This design comes from an exercise in tuning for small area and a short achievable clock period on the open sky130 flow, not from production work. RTL that was checked went through simulation tests only; none was proved equivalent to the original. The clock input has no modelled driver; a real chip could not lean on it and would need a root buffer or a full tree. Power and IR drop assume default switching activity.

## v6
==> flow/design.v <==
module PacketArbiter #
 ( parameter WIDTH = 8,
   parameter DEPTH = 8,
   parameter DLOG2 = 3,
   parameter KLOG2 = 3)
 ( input   clk,
   input   reset,
   input  [WIDTH-1:0]  A_tdata,
   input   A_tvalid,
   input   A_tlast,
   output reg A_tready,
   input  [WIDTH-1:0]  B_tdata,
   input   B_tvalid,
   input   B_tlast,
   output reg B_tready,
   output reg [WIDTH-1:0]  K_tdata,
   output reg K_tvalid,
   output reg K_tlast,
   input   K_tready);
  function [2:0] inc3(input [2:0] v);
    inc3 = {v[2] ^ (v[1] & v[0]), v[1] ^ v[0], ~v[0]};
  endfunction
  function [7:0] jdec(input [3:0] j);
    jdec = { j[3] & ~j[2], j[2] & ~j[1], j[1] & ~j[0], j[3] &  j[0],
             j[2] & ~j[3], j[1] & ~j[2], j[0] & ~j[1], ~j[3] & ~j[0]};
  endfunction
  reg [WIDTH-1:0] A_mem [0:DEPTH-1];
  reg [WIDTH-1:0] B_mem [0:DEPTH-1];
  reg [WIDTH-1:0] K_mem [0:DEPTH-1];
  reg [2:0] wa, wb, lenA, lenB, kw;
  reg [3:0] ra, rb;              
  reg [DEPTH-1:0] kr;            
  reg grant;
  reg [2:0] lsel;    
  reg [WIDTH-1:0] cdata;
  reg [DEPTH-1:0] kwe;
  wire endA = (lenA != 0) && (lenA == kw);
  wire endB = (lenB != 0) && (lenB == kw);
  wire endc = grant ? endB : endA;
  wire [DEPTH-1:0] krn = {kr[DEPTH-1:1], 1'b0};
  wire klast = krn[lsel];
  wire [2:0] lenA_n = (A_tvalid && A_tlast) ? wa : lenA;
  wire [2:0] lenB_n = (B_tvalid && B_tlast) ? wb : lenB;
  wire grant_n = grant ^ endc;
  always @(posedge clk, posedge reset) begin
    if (reset) begin
      wa <= 0; wb <= 0; lenA <= 0; lenB <= 0;
      A_tready <= 1'b0; B_tready <= 1'b0;
    end else begin
      if (A_tvalid) begin
        A_tready <= ~A_tlast;
        wa <= A_tlast ? 3'd0 : inc3(wa);
        if (A_tlast) lenA <= wa;
      end
      if (B_tvalid) begin
        B_tready <= ~B_tlast;
        wb <= B_tlast ? 3'd0 : inc3(wb);
        if (B_tlast) lenB <= wb;
      end
    end
  end
  always @(posedge clk, posedge reset) begin
    if (reset) begin
      ra <= 0; rb <= 0; kw <= 0; grant <= 1'b0; lsel <= 0;
    end else begin
      lsel <= grant_n ? lenA_n : lenB_n;
      if (grant) rb <= {rb[2:0], ~rb[3]};
      else       ra <= {ra[2:0], ~ra[3]};
      kw <= endc ? 3'd0 : inc3(kw);
      grant <= grant_n;
    end
  end
  always @(posedge clk, posedge reset) begin
    if (reset) begin
      kr <= 1; K_tvalid <= 1'b0; K_tlast <= 1'b0;
    end else if (K_tready) begin
      K_tvalid <= 1'b1;
      K_tlast <= klast;
      kr <= klast ? {{(DEPTH-1){1'b0}}, 1'b1} : {kr[DEPTH-2:0], kr[DEPTH-1]};
    end
  end
  wire [DEPTH-1:0] sa = jdec(ra);
  wire [DEPTH-1:0] sb = jdec(rb);
  reg [WIDTH-1:0] crd, krd;
  integer i;
  always @* begin
    crd = {WIDTH{1'b0}};
    krd = {WIDTH{1'b0}};
    for (i = 0; i < DEPTH; i = i + 1) begin
      crd = crd | ({WIDTH{~grant & sa[i]}} & A_mem[i])
                | ({WIDTH{ grant & sb[i]}} & B_mem[i]);
      krd = krd | ({WIDTH{kr[i]}} & K_mem[i]);
    end
  end
  wire kbyp = |(kwe & kr);
  always @(posedge clk) begin
    if (A_tvalid && !reset) A_mem[wa] <= A_tdata;
    if (B_tvalid && !reset) B_mem[wb] <= B_tdata;
    cdata <= crd;
    for (i = 0; i < DEPTH; i = i + 1) begin
      kwe[i] <= !reset && kw == i;
      if (kwe[i]) K_mem[i] <= cdata;
    end
    if (K_tready) K_tdata <= kbyp ? cdata : krd;
  end
endmodule
clock: 4.0 ns
lec_check: 0
abc_clock_period_in_ps: 1000
cap_margin: 20
core_margin: 2
core_utilization: 60
setup_slack_margin: 2.3
slew_margin: 20
standard.sh (not shown) runs the stock make flow with config.mk's settings and CLKGATE_MAP_FILE= SYNTH_SCRIPT=/design/flow/synth_recipe.tcl, a recipe that flattens the netlist after the stock synthesis.
==> flow/flow/run.sh <==
#!/bin/bash
# Standard ORFS layout, except that:
# - the clock tree is built by flow/cts_pre.tcl (hooked in through PRE_CTS_TCL)
#   instead of TritonCTS;
# - the port buffers are buf_2 cells (BUFFER_PORTS_ARGS).
# make's output goes to make.log here; ORFS's per-step logs stay under orfs/logs.
set -euo pipefail
here=$(pwd)
bash standard.sh "PRE_CTS_TCL=$here/flow/cts_pre.tcl" \
  "BUFFER_PORTS_ARGS=-buffer_cell sky130_fd_sc_hd__buf_2" \
  finish > make.log 2>&1
Other scripts of this flow, unchanged in this note and not shown: flow/flow/cts_pre.tcl, flow/flow/mycts.tcl
v6 has completed all stages; timing, DRC and antenna checks passed.
What v7 does differently from v6 at the input level:
==> flow/design.v <==
module PacketArbiter #
 ( parameter WIDTH = 8,
   parameter DEPTH = 8,
   parameter DLOG2 = 3,
   parameter KLOG2 = 3)
 ( input   clk,
   input   reset,
   input  [WIDTH-1:0]  A_tdata,
   input   A_tvalid,
   input   A_tlast,
   output reg A_tready,
   input  [WIDTH-1:0]  B_tdata,
   input   B_tvalid,
   input   B_tlast,
   output reg B_tready,
   output reg [WIDTH-1:0]  K_tdata,
   output reg K_tvalid,
   output reg K_tlast,
   input   K_tready);
  function [2:0] inc3(input [2:0] v);
    inc3 = {v[2] ^ (v[1] & v[0]), v[1] ^ v[0], ~v[0]};
  endfunction
  reg [WIDTH-1:0] A_mem [0:DEPTH-1];
  reg [WIDTH-1:0] B_mem [0:DEPTH-1];
  reg [WIDTH-1:0] K_mem [0:DEPTH-1];
  reg [2:0] wa, wb, lenA, lenB, kw;
  reg [DEPTH-1:0] ra, rb, kr;    
  reg grant;
  reg [WIDTH-1:0] cdata;
  reg [DEPTH-1:0] kwe;
  wire endA = (lenA != 0) && (lenA == kw);
  wire endB = (lenB != 0) && (lenB == kw);
  wire endc = grant ? endB : endA;
  wire [DEPTH-1:0] krn = {kr[DEPTH-1:1], 1'b0};
  wire klast = grant ? krn[lenA] : krn[lenB];
  always @(posedge clk, posedge reset) begin
    if (reset) begin
      wa <= 0; wb <= 0; lenA <= 0; lenB <= 0;
      A_tready <= 1'b0; B_tready <= 1'b0;
    end else begin
      if (A_tvalid) begin
        A_tready <= ~A_tlast;
        wa <= A_tlast ? 3'd0 : inc3(wa);
        if (A_tlast) lenA <= wa;
      end
      if (B_tvalid) begin
        B_tready <= ~B_tlast;
        wb <= B_tlast ? 3'd0 : inc3(wb);
        if (B_tlast) lenB <= wb;
      end
    end
  end
  always @(posedge clk, posedge reset) begin
    if (reset) begin
      ra <= 1; rb <= 1; kw <= 0; grant <= 1'b0;
    end else begin
      if (grant) rb <= {rb[DEPTH-2:0], rb[DEPTH-1]};
      else       ra <= {ra[DEPTH-2:0], ra[DEPTH-1]};
      kw <= endc ? 3'd0 : inc3(kw);
      grant <= grant ^ endc;
    end
  end
  always @(posedge clk, posedge reset) begin
    if (reset) begin
      kr <= 1; K_tvalid <= 1'b0; K_tlast <= 1'b0;
    end else if (K_tready) begin
      K_tvalid <= 1'b1;
      K_tlast <= klast;
      kr <= klast ? {{(DEPTH-1){1'b0}}, 1'b1} : {kr[DEPTH-2:0], kr[DEPTH-1]};
    end
  end
  reg [WIDTH-1:0] crd, krd;
  integer i;
  always @* begin
    crd = {WIDTH{1'b0}};
    krd = {WIDTH{1'b0}};
    for (i = 0; i < DEPTH; i = i + 1) begin
      crd = crd | ({WIDTH{~grant & ra[i]}} & A_mem[i])
                | ({WIDTH{ grant & rb[i]}} & B_mem[i]);
      krd = krd | ({WIDTH{kr[i]}} & K_mem[i]);
    end
  end
  wire kbyp = |(kwe & kr);
  always @(posedge clk) begin
    if (A_tvalid && !reset) A_mem[wa] <= A_tdata;
    if (B_tvalid && !reset) B_mem[wb] <= B_tdata;
    cdata <= crd;
    for (i = 0; i < DEPTH; i = i + 1) begin
      kwe[i] <= !reset && kw == i;
      if (kwe[i]) K_mem[i] <= cdata;
    end
    if (K_tready) K_tdata <= kbyp ? cdata : krd;
  end
endmodule
The final layouts of v6 and v7 pass the timing, design-rule and antenna checks. Sort v6 and v7 by synthesis-to-layout area growth, descending, and v6 comes first. Delta (v7 minus v6): data required time at the worst endpoint now sits at about the same level; cell leakage power now sits lower; count of non-filler cells in the finished layout now sits lower. [v7] core utilization fell 3.9 points relative to v6. Of v7 and v6, it is v7 that has the lower number of multi-input logic gates. Comparing number of sequential storage elements for v6 and v7, the smaller number came from v6. Row final area: v7 lower / v6 higher.
No functional check of the RTL was part of v6. No run of this note takes its clock network from TritonCTS; it comes from the design's own scripts or RTL.

==> static timing again, ports no longer ideal <==
In the flow no input, the clock included, has a driving cell. The finished layouts below were timed again as built, in two steps.
Step 1 sets driving cells, clkbuf_16 on the clock port and buf_2 on the other inputs (assumed; they add their load-dependent delay and slew).
Step 2 also shifts input and output timing later by t, the mid clock arrival at the registers, as if the neighbouring blocks saw the same clock.
a / b / c = ideal ports / drivers / drivers and shift; a / b = the first two.
run	shift t [ns]	setup slack, ns	hold slack, ns	clock arrival spread, ns
v6	0.390	2.250 / 2.250 / 2.012	0.467 / 0.467 / 0.467	0.028 / 0.028
v7	0.381	2.192 / 2.192 / 2.004	0.478 / 0.478 / 0.478	0.027 / 0.027
After both steps setup and hold are still met in every run listed. The setup slack of v6, which loses most, moves by 0.000 ns with the drivers and by -0.238 ns with both steps.
